This design comes from an exercise in tuning for small area and a short achievable clock period on the open sky130 flow, not from production work.
No functional check of the RTL was part of this run.

--- run.sh ---
#!/bin/bash
# synth_recipe.tcl (not shown) runs the flow's synth.tcl, then flattens the netlist and writes it again
# the make line also repeats each setting of config.mk as NAME=value (left out here)
make -C /OpenROAD-flow-scripts/flow DESIGN_CONFIG=/design/flow/config.mk WORK_HOME=/design/flow/orfs CLKGATE_MAP_FILE= SYNTH_SCRIPT=/design/flow/synth_recipe.tcl finish
--- design.v ---
`timescale 1ns / 1ps
module display_comb(
	input wire [3:0] digit,
	output wire [7:0] segCode
);
reg[7:0]seven;
always @ (*) begin
	if(digit == 4'h0)
		seven = 8'b11000000;
	else if (digit == 4'h1)
		seven = 8'b11111001;
	else if (digit == 4'h2)
		seven = 8'b10100100;
	else if (digit == 4'h3)
		seven = 8'b10110000;
	else if (digit == 4'h4)
		seven = 8'b10011001;
	else if (digit == 4'h5)
		seven =8'b10010010;
	else if (digit == 4'h6)
		seven = 8'b10000010;
	else if (digit == 4'h7)
		seven = 8'b11111000;
	else if (digit == 4'h8)
		seven = 8'b10000000;
	else if (digit == 4'h9)
		seven = 8'b10010000;
	else
		seven=8'b11111111;
end
assign segCode = seven; 
endmodule
`timescale 1ns / 1ps
module scoreConverter( input wire [13:0] score,
	output wire [7:0] onesDis,
	output wire [7:0] tensDis,
	output wire [7:0] hundredsDis,
	output wire [7:0] thousandsDis
    );
reg [7:0] onesTemp;
reg [7:0] tensTemp;
reg [7:0] hundredsTemp;
reg [7:0] thousandsTemp;
reg [13:0] scoreTemp;
always @ (*)
begin
	thousandsTemp = score / 1000;
	scoreTemp = score - thousandsTemp*1000;
	hundredsTemp = scoreTemp/100;
	scoreTemp = scoreTemp - hundredsTemp*100;
	tensTemp = scoreTemp/10;
	onesTemp = scoreTemp - tensTemp * 10;
end
	assign onesDis = onesTemp;
	assign tensDis = tensTemp;
	assign hundredsDis = hundredsTemp;
	assign thousandsDis = thousandsTemp;
endmodule
`timescale 1ns / 1ps
module vga640x480(
	input wire clk,			 
	input wire reset,			 
	input wire [3:0] CatX,
	input wire [3:0] CatY,
	input wire [3:0] MouseX,
	input wire [3:0] MouseY,
	input wire [3:0] GoalX,
	input wire [3:0] GoalY,
	input wire GameOver,
	output wire hsync,		 
	output wire vsync,		 
	output reg [2:0] red,	 
	output reg [2:0] green,  
	output reg [1:0] blue	 
	);
parameter hpixels = 800; 
parameter vlines = 521;  
parameter hpulse = 96; 	 
parameter vpulse = 2; 	 
parameter hbp = 144; 	 
parameter hfp = 784; 	 
parameter vbp = 31; 		 
parameter vfp = 511; 	 
reg [9:0] hc;
reg [9:0] vc;
function [15:0] map_row;
	input [3:0] r;
	case (r)
		4'd0:  map_row = 16'b1111111111111111;
		4'd1:  map_row = 16'b1000000110000011;
		4'd2:  map_row = 16'b1100110000110001;
		4'd3:  map_row = 16'b1001100000011101;
		4'd4:  map_row = 16'b1000001011000001;
		4'd5:  map_row = 16'b1010100000010101;
		4'd6:  map_row = 16'b1000101001010001;
		4'd7:  map_row = 16'b1010100000010101;
		4'd8:  map_row = 16'b1000001101000001;
		4'd9:  map_row = 16'b1011100000011101;
		4'd10: map_row = 16'b1000100000110001;
		4'd11: map_row = 16'b1100000110000011;
		default: map_row = 16'b1111111111111111;
	endcase
endfunction
function map_bit;
	input [3:0] r;
	input [3:0] c;
	reg [15:0] row;
	begin
		row = map_row(r);
		map_bit = row[c];
	end
endfunction
always @(posedge clk or posedge reset)
begin
	if (reset == 1)
	begin
		hc <= 0;
		vc <= 0;
	end
	else
	begin
		if (hc < hpixels - 1)
			hc <= hc + 1;
		else
		begin
			hc <= 0;
			if (vc < vlines - 1)
				vc <= vc + 1;
			else
				vc <= 0;
		end
	end
end
assign hsync = (hc < hpulse) ? 0:1;
assign vsync = (vc < vpulse) ? 0:1;
always @(*)
begin
	if (vc >= vbp && vc < vfp)
	begin
		if(hc >= hbp || hc >= hfp)
			begin
				red = 3'b000;
				green = 3'b000;
				blue = 2'b00;
			end
		if(hc >= hbp && hc < (hbp+640)   && (hc-hbp)/40 == MouseX && vc/40 == MouseY)
		begin
			red = 3'b000;
			green = 3'b111;
			blue = 2'b00;
		end
		else if(hc >= hbp && hc < (hbp+640)   && (hc-hbp)/40 == CatX && vc/40 == CatY)
		begin
			red = 3'b111;
			green = 3'b000;
			blue = 2'b00;
		end
		else if(hc >= hbp && hc < (hbp+640)   && (hc-hbp)/40 == GoalX && vc/40 == GoalY)
		begin
			red = 3'b111;
			green = 3'b111;
			blue = 2'b00;
		end
		else if(hc >= hbp && hc < (hbp+640) && map_bit((vc)/40, (hc-hbp)/40) == 0)
		begin
		if(GameOver)
			begin
				red = 3'b111;
				green = 3'b000;
				blue = 2'b00;
			end
		else
			begin
				red = 3'b111;
				green = 3'b111;
				blue = 2'b11;
			end
		end
		else if(hc >= hbp && hc < (hbp+640) && map_bit((vc)/40, (hc-hbp)/40) == 1)
		begin
			red = 3'b000;
			green = 3'b000;
			blue = 2'b11;
		end
		else
			begin
			red = 0;
			green = 0;
			blue = 0;
			end
	end
	else
		begin
			red = 0;
			green = 0;
			blue = 0;
		end
end
endmodule
`timescale 1ns / 1ps
module Location( input wire rightBtn,
input wire leftBtn,
input wire upBtn,
input wire downBtn,
input wire crightBtn,
input wire cleftBtn,
input wire cupBtn,
input wire cdownBtn,
	input wire clock,
	input wire reset,
	output wire [3:0]CatX,
	output wire [3:0] CatY,
	output wire [3:0]MouseX,
	output wire [3:0] MouseY,
	output wire [3:0] GoalX,
	output wire [3:0] GoalY,
	output wire [13:0] Score,
	output wire GameOver
    );
reg[3:0] catX;
reg[3:0] catY;
reg[3:0] mouseX;
reg[3:0] mouseY;
reg[13:0] score;
reg gameOver;
reg[3:0] goalX;
reg[3:0] goalY;
reg[5:0] cheeseCount;
reg[32:0] count;
reg[3:0] catX_q;
reg[3:0] catY_q;
reg[3:0] mouseX_q;
reg[3:0] mouseY_q;
reg[13:0] score_q;
reg gameOver_q;
reg[3:0] goalX_q;
reg[3:0] goalY_q;
reg[5:0] cheeseCount_q;
function [15:0] map_row;
	input [3:0] r;
	case (r)
		4'd0:  map_row = 16'b1111111111111111;
		4'd1:  map_row = 16'b1000000110000011;
		4'd2:  map_row = 16'b1100110000110001;
		4'd3:  map_row = 16'b1001100000011101;
		4'd4:  map_row = 16'b1000001011000001;
		4'd5:  map_row = 16'b1010100000010101;
		4'd6:  map_row = 16'b1000101001010001;
		4'd7:  map_row = 16'b1010100000010101;
		4'd8:  map_row = 16'b1000001101000001;
		4'd9:  map_row = 16'b1011100000011101;
		4'd10: map_row = 16'b1000100000110001;
		4'd11: map_row = 16'b1100000110000011;
		default: map_row = 16'b1111111111111111;
	endcase
endfunction
function map_bit;
	input [3:0] r;
	input [3:0] c;
	reg [15:0] row;
	begin
		row = map_row(r);
		map_bit = row[c];
	end
endfunction
always @(posedge clock or posedge reset)
	begin
		if(reset)
		begin
			mouseX = 5;
			mouseY = 3;
			catX = 9;
			catY = 11;
			goalX = 14;
			goalY = 10;
			count <= 0;
			cheeseCount = 0;
			gameOver = 0;
			score = 0;
			mouseX_q <= mouseX;
			mouseY_q <= mouseY;
			catX_q <= catX;
			catY_q <= catY;
			goalX_q <= goalX;
			goalY_q <= goalY;
			cheeseCount_q <= cheeseCount;
			gameOver_q <= gameOver;
			score_q <= score;
		end
		else
			begin
				mouseX = mouseX_q;
				mouseY = mouseY_q;
				catX = catX_q;
				catY = catY_q;
				goalX = goalX_q;
				goalY = goalY_q;
				cheeseCount = cheeseCount_q;
				gameOver = gameOver_q;
				score = score_q;
				if (!gameOver)
					begin
					if(count%(cheeseCount+65) == 0)
							begin
								if(score > 0) 
									score = score -1;
								if(upBtn)
									begin
										if(!map_bit(mouseY-1, mouseX))
											begin
												mouseY = mouseY - 1;
											end
									end
								else if(rightBtn)
									begin
										if(!map_bit(mouseY, mouseX+1))
											begin
												mouseX = mouseX + 1;
											end
									end
								else if(downBtn)
									begin
										if(!map_bit(mouseY+1, mouseX))
											begin
												mouseY = mouseY + 1;
											end
										end
								else if(leftBtn)
									begin
										if(!map_bit(mouseY, mouseX-1))
											begin
												mouseX = mouseX - 1;
											end
									end
								else  
									begin
										if(score > 0)
											score = score +1; 
									end
							end	
						if(count%(65 - cheeseCount) == 0)
							begin
								if(cupBtn)
									begin
									if(!map_bit(catY-1, catX))
										begin
											catY = catY - 1;
										end
									end
								else if(crightBtn)
									begin 
									if(!map_bit(catY, catX+1))
										begin
											catX = catX + 1;
										end
									end
								else if(cdownBtn)
									begin
									if(!map_bit(catY+1, catX))
										begin
											catY = catY + 1;
										end
										end
								else if(cleftBtn)
									begin
									if(!map_bit(catY, catX-1))
										begin
											catX = catX - 1;
										end
									end
								else  
									begin
										score = score;
									end
								if(catX == mouseX && mouseY == catY)
										gameOver = 1;
									end
							end
						if((catX <= goalX+1 || goalX+1 < goalX) && (catX >= goalX-1 || goalX<goalX-1)  && (catY <= goalY +1 || goalY > goalY +1) && (catY >= goalY-1 || goalY  < goalY-1))
							begin
								goalX = count%15;
								goalY = count%12;
							end
						if(mouseX == goalX && mouseY == goalY)
							begin
								score = 50+score+goalX+goalY;
								if(cheeseCount < 64)
									cheeseCount = cheeseCount + 1;
								goalX = count%15;
								goalY = count%12;
							end
						if(map_bit(goalY, goalX))  
							begin
								goalX = count%15;
								goalY = count%12;
							end
						count <= count+1;
				mouseX_q <= mouseX;
				mouseY_q <= mouseY;
				catX_q <= catX;
				catY_q <= catY;
				goalX_q <= goalX;
				goalY_q <= goalY;
				cheeseCount_q <= cheeseCount;
				gameOver_q <= gameOver;
				score_q <= score;
			end
	end
	assign CatX = catX_q;
	assign  CatY = catY_q;
	assign MouseX = mouseX_q;
	assign  MouseY = mouseY_q;
	assign GoalX = goalX_q;
	assign  GoalY = goalY_q;
	assign Score = score_q;
	assign GameOver = gameOver_q;
endmodule
`timescale 1ns / 1ps
module top_fsm(
	input clk,
	input reset,
	input rightBtn,
	input leftBtn,
	input upBtn,
	input downBtn,
	input crightBtn,
	input cleftBtn,
	input cupBtn,
	input cdownBtn,
	output reg [7:0] segCode,
	output reg [3:0] an,
	output wire [2:0] red,	 
	output wire [2:0] green, 
	output wire [1:0] blue,	 
	output wire hsync,		 
	output wire vsync,
	output wire [3:0] catX,
	output wire [3:0] catY,
	output wire [3:0] mouseX,
	output wire [3:0] mouseY,
	output wire [3:0] goalX,
	output wire [3:0] goalY,
	output wire [13:0] score,
	output wire gameOver
);
wire [3:0] thousands;
wire [3:0] hundreds;
wire [3:0] tens;
wire [3:0] ones;
wire [7:0] thousandsDis;
wire [7:0] hundredsDis;
wire [7:0] tensDis;
wire [7:0] onesDis;
wire [3:0]CatX;
wire [3:0] CatY;
wire [3:0]MouseX;
wire [3:0] MouseY;
wire [3:0] GoalX;
wire [3:0] GoalY;
wire [13:0] Score;
wire GameOver;
Location locate(
	.rightBtn(rightBtn),
	.leftBtn(leftBtn),
	.upBtn(upBtn),
	.downBtn(downBtn),
	.crightBtn(crightBtn),
	.cleftBtn(cleftBtn),
	.cupBtn(cupBtn),
	.cdownBtn(cdownBtn),
	.clock(clk),
	.reset(reset),
	.CatX(CatX),
	.CatY(CatY),
	.MouseX(MouseX),
	.MouseY(MouseY),
	.GoalX(GoalX),
	.GoalY(GoalY),
	.Score(Score),
	.GameOver(GameOver)
);
assign catX = CatX;
assign catY = CatY;
assign mouseX = MouseX;
assign mouseY = MouseY;
assign goalX = GoalX;
assign goalY = GoalY;
assign score = Score;
assign gameOver = GameOver;
wire [7:0] ones8, tens8, hundreds8, thousands8;
scoreConverter converter(
	.score(Score),
	.onesDis(ones8),
	.tensDis(tens8),
	.hundredsDis(hundreds8),
	.thousandsDis(thousands8)
	);
assign ones = ones8[3:0];
assign tens = tens8[3:0];
assign hundreds = hundreds8[3:0];
assign thousands = thousands8[3:0];
display_comb thousandsPlace(
	.digit(thousands),
	.segCode(thousandsDis)
	);
display_comb hundredsPlace(
	.digit(hundreds),
	.segCode(hundredsDis)
	);
display_comb tensPlace(
	.digit(tens),
	.segCode(tensDis)
	);
display_comb onesPlace(
	.digit(ones),
	.segCode(onesDis)
	);
vga640x480 drawScreen(
	.clk(clk),
	.reset(reset),
	.CatX(CatX),
	.CatY(CatY),
	.MouseX(MouseX),
	.MouseY(MouseY),
	.GoalX(GoalX),
	.GoalY(GoalY),
	.GameOver(GameOver),
	.hsync(hsync),
	.vsync(vsync),
	.red(red),
	.green(green),
	.blue(blue)
);	
reg [1:0] count;
always @ (posedge clk or posedge reset)
begin
	if (reset)
		count <= 2'b00;
	else
		count <= count + 1;
end
always @ (posedge clk)
begin
	if (count == 0) begin
		an <= 4'b1110;
		segCode = onesDis;
	end
	else if (count == 1) begin
		an <= 4'b1101;
		segCode = tensDis;
	end
	else if (count == 2) begin
		an <= 4'b1011;
		segCode = hundredsDis;
	end
	else begin
		an <= 4'b0111;
		segCode = thousandsDis;
	end		
end
endmodule
--- config.mk ---
export PLATFORM = sky130hd
export DESIGN_NAME = top_fsm
export DESIGN_NICKNAME = top_fsm
export VERILOG_FILES = /design/flow/design.v
export SDC_FILE = /design/flow/constraint.sdc
export NUM_CORES = 4
export LEC_CHECK = 0
export CAP_MARGIN = 20
export CORE_MARGIN = 2
export CORE_UTILIZATION = 40
export SLEW_MARGIN = 20
--- constraint.sdc ---
create_clock -name core_clock -period 90.0 [get_ports {clk}]
set_input_delay 18.0000 -clock core_clock [delete_from_list [all_inputs] [get_ports {clk}]]
set_output_delay 18.0000 -clock core_clock [all_outputs]
set_load 0.01 [all_outputs]
==> results.txt <==
==> Yosys cell counts, drive strengths merged, types with 86 or more instances <==
cell and n:
mux2i 180, nand4 133, nand2 813, nor2b 104, dfrtp 86, nor4 109
o31ai 141, xnor2 434, a21oi 615, and2 139, o211ai 123, clkbuf 315
o21a 330, a21o 149, o21ai 575, mux2 135, a211oi 115, nand3 299
and3 109, a31oi 114, nor3 520, or3 111, or2 125, ha 615
inv 293, nor2 928, nand2b 129, xor2 247
==> state kept, by name, summed over array words and instances (netlist names) <==
register / flops
drawScreen.hc: 10
locate.goalX_q: 4
drawScreen.vc: 10
locate.count: 33
locate.score_q: 14
count: 2
locate.cheeseCount_q: 6
an: 4
locate.catX_q: 4
locate.mouseX_q: 4
locate.goalY_q: 4
segCode: 7
locate.gameOver_q: 1
locate.mouseY_q: 4
locate.catY_q: 4
==> worst max path at each step <==
stage | start | endpoint
after global placement | locate.count[0] | locate.goalX_q[0]
final | locate.count[1] | locate.goalY_q[3]
after detailed placement | locate.count[0] | locate.goalX_q[2]
after floorplan | locate.cheeseCount_q[0] | locate.goalX_q[1]
after CTS | locate.count[0] | locate.goalY_q[3]
after global routing | locate.count[1] | locate.goalY_q[3]
==> what timing repair did <==
action	4_1_cts	5_1_grt
pin swaps	3	32
setup buffers	5	64
resized for setup	11	204
endpoints found under the setup margin	28	45
==> routing by layer <==
metal  vias up  part of all wire  track usage
met1     32900              0.48        0.329
met5         -                 0            0
met2      1880              0.46        0.399
met4         0             0.016       0.0478
met3       223             0.044       0.0128
li1      34600                 -            -
==> through the flow <==
step / util / setup TNS (ns) / worst slack, ns / instance area [µm²] / cells
floorplan: - / 0 / 1.63 / 62800 / 9189
global placement: 0.424 / 0 / 0.176 / 66100 / 11100
detailed placement: 0.424 / -20.62 / -1.82 / 66100 / 11100
CTS: 0.426 / 0 / 0.0241 / 66500 / 11100
global route: 0.434 / -4.32 / -0.533 / 67800 / 11200
finish: 0.434 / 0 / 6.12 / 67800 / 11200
==> layout make-up <==
class,instances,share of cell area
well taps,2058,0.0380
clock inverters,7,0.00113
multi-input cells,8376,0.859
diodes,1,0.0000369
flip-flops and latches,111,0.0405
clock buffers,9,0.00332
inverters,308,0.0173
repair buffers,341,0.0411
==> worst register-to-register path, delay by kind of cell, from the launching register on <==
family          cells  cell delay, ns
simple gates      149           29.12
buf+inv            16            2.44
mux                13            3.89
compound gates    204           37.38
xor+xnor            1            0.20
fa+ha+maj          35           10.44
flops               1            0.40
==> kinds of logic after synthesis <==
group                    count (synthesis)  synth area share
XOR/XNOR                               683            0.0960
AO/OA/AOI/OAI                         2921             0.319
multiplexers                           325            0.0568
buffers and inverters                  702            0.0440
flip-flops                             111            0.0436
adder cells (fa/ha/maj)                664             0.134
AND/OR/NAND/NOR                       3781             0.307
other                                    1         0.0000597
==> results.txt <==
- The run finished with no timing, DRC or antenna violations.
- The total number of clock tree sinks is 111.
- The clock edge transition at the registers on the reported setup and hold paths is about 0.10 ns.
- The number of buffers and inverters on the critical path is 16.
- The ratio of cells with drive above 1 in the final layout is 0.0982.
- For this block, the via count after detailed routing is 69700.
- The number of buffers added on ports is 69.
- The initial cell density of the core is 0.402.
- The die outline width is 400 µm.
- The fraction of the yosys area taken by sequential cells is 0.0436.
- The floorplan row count is between 100 and 150.
- The Yosys step of the flow raised 5 warnings.
- The worst endpoint required time is approximately 90 ns.
- The endpoint identified for the worst register-to-register timing path is locate.goalY_q[3].
- The floorplan step defined a die boundary enclosing 160000 µm².
- The worst hold path begins at count[0].
- The capturing element type of the critical path is a flop.
- Summed over all nets, the half-perimeter wirelength after detailed placement is 159000 µm.
- The total overflow left after global routing is 0.
- In the layout the commonest cells are sky130_fd_sc_hd__nor2_1 (905), sky130_fd_sc_hd__nand2_1 (805), sky130_fd_sc_hd__ha_1 (615), sky130_fd_sc_hd__a21oi_1 (578), sky130_fd_sc_hd__o21ai_0 (507).
- A synthesized cell averages 6.83 µm².
- Setup violations remaining at the end of the flow were counted as 0.
- Timing would allow up to approximately 0.012 GHz.
- The count of routing violations after the opening detailed-route iteration is ~5800.
- The clock root buffer master is sky130_fd_sc_hd__clkbuf_16.
- The final number of max-transition violations is 0.
- TritonCTS created 9 clock buffers.
- The worst register-to-register path has a setup slack of around 6.1 ns.
- The total count of hold-check failures in the final report is 0.
- Routability-driven placement finished with a final weighted congestion of 0.964.
- The core box area is 156000 µm².
- Synthesis inferred between 100 and 150 register bits.
- The total wire length is 199000 µm.
- The initial antenna violation count came to 1.
- The cell with the largest stage delay on the worst path is sky130_fd_sc_hd__or4_4.
- After synthesis, the cell types taking the most area are sky130_fd_sc_hd__ha_1 (12%), sky130_fd_sc_hd__xnor2_1 (6.0%), sky130_fd_sc_hd__nor2_1 (5.5%).
- The number of global-route vias before repair is 63900.
- Entering global routing, the biggest net connects 62 pins.
- Once detail routing completed, the nets flagged for antenna violations numbered 0.
- After detailed routing, the number of remaining DRC violations is 0.
- Counting flops with an async set or reset pin after synthesis yields a share of 0.901.
- Among all flip-flop cells after synthesis, the most frequent one is sky130_fd_sc_hd__dfrtp_1.
- For the finished layout, the period the worst path requires is 83.88 ns.
- The smallest hold slack is 0.477 ns.
- The startpoint identified for the worst register-to-register timing path is locate.count[1].
- The hold-critical path endpoint is count[0].
- The netlist area before placement is 62800 µm².
- Counting along the longest clock path gives a buffer depth of 2.
- The cell type with the highest aggregate area in the netlist is sky130_fd_sc_hd__ha_1.
- The y dimension of the die is 400 µm.
- The family of cells with the greatest summed delay on the critical path is compound AO/OA/AOI/OAI gates.
- The slew at the pin closest to its max-slew limit is 1.10 ns.
- Synthesis handed over a netlist of roughly 9200 instances.
- At the later pin of the worst-skew pair, clock insertion delay measures 0.43 ns.
- The number of top-level pins is a little over 70.
- The maximum level of the CTS H-tree is 3.
- The global-route usage over all layers is 0.236.
- The total of max-cap violations is 0.
- The largest fanout on the critical path is 19.
- Registers take 2750 µm².
- TritonCTS built the clock tree.
- In this run, post-CTS hold repair placed 0 buffers.
- The worst setup path is launched from a flop.
- The worst slew margin relative to its limit is 0.261.
- The footprint of the multi-input gates is 58200 µm².
- Using the TritonRoute via totals, the vias-per-cell ratio works out to between 6 and 7.
- The share of the synthesized area in the top cell type is 0.123.
- The depth of the worst hold-timing path is 1.
- The mean routed wirelength per cell is 17.8 µm.
- The class of the most critical setup path is reg -> reg.
- Clock skew on the completed layout was measured at between 0.02 and 0.025 ns.
- Of the available clock period, the critical path in the final layout requires 0.932.
- The number of distinct library cells after synthesis is about 150.
- The net count of the finished layout is 9793.
- The pre-antenna-repair detailed-routing pass consisted of 6 iterations.
- The synthesized design contains 0 enable-type register cells.
- The cell occurring most often along the worst timing path is sky130_fd_sc_hd__o21a_1.
- The first global-routing pass estimated 324000 µm of wire.
- Counting buffers and inverters, the worst setup path is about 420 cells deep.
- Data arrives at the worst endpoint at 84.23 ns.
- The largest stage delay on the critical path is 0.57 ns.
- The worst hold path belongs to the class reg -> reg.
- The area growth from synthesis to layout is 7.99%.
- Leaving out fill and tap cells, the most frequent cell in the layout is sky130_fd_sc_hd__nor2_1.
- The cell count of the worst reg-to-reg path is 418.
- The filler cell count in the final layout is 16200.

[separate check: timing with driven ports]
In the flow no input, the clock included, has a driving cell. The finished layout below was timed again as built, in two steps. Step 1 (the two cells are an assumption about what drives the block):
set clk [get_ports {clk}]
set_driving_cell -lib_cell sky130_fd_sc_hd__clkbuf_16 $clk
set_driving_cell -lib_cell sky130_fd_sc_hd__buf_2 [delete_from_list [all_inputs] $clk]
Step 2, shift: input delay + t, output delay - t, t = (earliest + latest rising clock arrival at the registers) / 2. This alone moves slack from input paths to output paths. Three values: ideal ports, drivers, drivers and shift; two values: the first two.
shift t [ns]: 0.486
slack for setup (ns): 6.117 / 6.117 / 6.117
worst register clock-pin slew, ns: 0.11 / 0.11
After both steps setup and hold are still met in this run. For this run, drivers alone change the setup slack by 0.000 ns; drivers and shift together by 0.000 ns.
